Source: an optimization exercise on an open RTL-to-GDS flow (aim: small area). Production flows keep margins and buffers that such runs may drop. Only simulation tests tie the RTL to the original design; equivalence was not proved. The flow treats the clock pin as an ideal source. Dropping or thinning the clock tree relies on that and would not hold on a real chip.

## before
## main
module main(
    input [1:0] A,
    input [1:0] B,
    output [1:0] S,
    input Cin,
    output Cout,
    input CLK,
    input RST,
    output [11:8] SF_D,
    output LCD_E,
    output LCD_RS,
    output LCD_RW,
    output LCD_Enable
    );
Size: roughly 160 cells after synthesis, about 0.0012 mm^2 of cells after synthesis.
==> flow/config.mk <==
export PLATFORM = sky130hd
export DESIGN_NAME = main
export DESIGN_NICKNAME = main
export VERILOG_FILES = /design/flow/design.v
export SDC_FILE = /design/flow/constraint.sdc
export NUM_CORES = 4
export LEC_CHECK = 0
export CAP_MARGIN = 0
export CORE_MARGIN = 2
export CORE_UTILIZATION = 35
export SLEW_MARGIN = 0
==> flow/constraint.sdc <==
create_clock -name core_clock -period 20.0 [get_ports {CLK}]
set_input_delay 4.0000 -clock core_clock [delete_from_list [all_inputs] [get_ports {CLK}]]
set_output_delay 4.0000 -clock core_clock [all_outputs]
set_load 0.01 [all_outputs]
standard.sh (not shown) runs the stock make flow with config.mk's settings and CLKGATE_MAP_FILE= SYNTH_SCRIPT=/design/flow/synth_recipe.tcl, a recipe that flattens the netlist after the stock synthesis.
==> flow/flow/run.sh <==
#!/bin/bash
# Own layout flow: the standard flow (standard.sh) with these changes:
#  - synthesis maps the logic with several area-oriented ABC scripts (flow/abc_*.script) and keeps
#    the smallest result, without the adder-cell pre-mapping; the rest of synth_recipe.tcl
#    (register naming, flatten, rename) is unchanged;
#  - ports are buffered with sky130_fd_sc_hd__buf_1;
#  - after clock tree synthesis, flow/collapse.tcl replaces the tree with one clock buffer that
#    drives every flip-flop (POST_CTS_TCL hook of ORFS's cts.tcl).
# make's full output goes to make.log here; ORFS's own per-step logs are under orfs/logs/.
set -euo pipefail
W=$PWD
F=$FLOW_HOME
sed 's#^  log_cmd abc {\*}\$abc_args$#  source '"$W"'/flow/portfolio.tcl#' \
  "$F/scripts/synth.tcl" > "$W/area_synth.tcl"
grep -q "flow/portfolio.tcl" "$W/area_synth.tcl"
sed "s#\$::env(SCRIPTS_DIR)/synth.tcl#$W/area_synth.tcl#" "$W/synth_recipe.tcl" > "$W/area_synth_recipe.tcl"
grep -q "area_synth.tcl" "$W/area_synth_recipe.tcl"
bash "$W/standard.sh" \
  SYNTH_SCRIPT="$W/area_synth_recipe.tcl" \
  ADDER_MAP_FILE= \
  BUFFER_PORTS_ARGS="-buffer_cell sky130_fd_sc_hd__buf_1" \
  POST_CTS_TCL="$W/flow/collapse.tcl" \
  finish > "$W/make.log" 2>&1
Other scripts of this flow, unchanged in this note and not shown: flow/flow/abc_01.script, flow/flow/abc_02.script, flow/flow/abc_03.script, flow/flow/abc_04.script, flow/flow/abc_05.script, flow/flow/abc_06.script, flow/flow/abc_07.script, flow/flow/abc_08.script, flow/flow/abc_09.script, flow/flow/abc_10.script, flow/flow/abc_11.script, flow/flow/abc_12.script, flow/flow/abc_13.script, flow/flow/abc_14.script, flow/flow/abc_15.script, flow/flow/abc_16.script, flow/flow/abc_17.script, flow/flow/abc_18.script, flow/flow/abc_19.script, flow/flow/abc_20.script, flow/flow/abc_21.script, flow/flow/abc_22.script, flow/flow/abc_23.script, flow/flow/abc_24.script, flow/flow/abc_25.script, flow/flow/abc_26.script, flow/flow/collapse.tcl, flow/flow/portfolio.tcl
diff inputs: before => after
# before
export LEC_CHECK = 0
export CAP_MARGIN = 0
export CORE_MARGIN = 2
export CORE_UTILIZATION = 35
export SLEW_MARGIN = 0
create_clock -name core_clock -period 20.0 [get_ports {CLK}]
# after
export LEC_CHECK = 0
export CAP_MARGIN = 20
export CORE_MARGIN = 2
export CORE_UTILIZATION = 35
export GPL_TIMING_DRIVEN = 0
export SLEW_MARGIN = 20
create_clock -name core_clock -period 20.0 [get_ports {CLK}]
--- a/flow/flow/run.sh
+++ b/flow/flow/run.sh
@@ -20,0 +21 @@
+  REMOVE_ABC_BUFFERS=1 \
[summary]
after was carried through to the last stage, and its layout satisfied the timing, DRC and antenna checks.
Reported for before and after, total die area turned out identical to the last digit.
The relative area of non-clock buffer cells in the final design reported for after is smaller than that of before by 0.56 points.
Comparing the two runs side by side, after comes out behind before on worst setup slack.
The aggregate routed wire length reported for after is greater than that of before by 6.5%.

==> static timing again, ports no longer ideal <==
The results above use ideal ports. As a check the final layouts listed here were re-extracted and re-timed, cells and wires unchanged. Step 1 sets driving cells, clkbuf_16 on the clock port and buf_2 on the other inputs (assumed; they add their load-dependent delay and slew). Step 2 also shifts input and output timing later by t, the mid clock arrival at the registers, as if the neighbouring blocks saw the same clock. Three values: ideal ports, drivers, drivers and shift; two values: the first two.
run | t, ns | setup slack, ns | hold WS [ns] | worst data-port slew with drivers (ns)
before | 0.178 | 10.650 / 10.628 / 10.628 | 0.500 / 0.500 / 0.500 | 0.03
after | 0.173 | 10.641 / 10.618 / 10.618 | 0.514 / 0.514 / 0.514 | 0.03
After both steps every run listed still meets setup and hold. The setup slack of after, which loses most, moves by -0.023 ns with the drivers and by -0.023 ns with both steps.
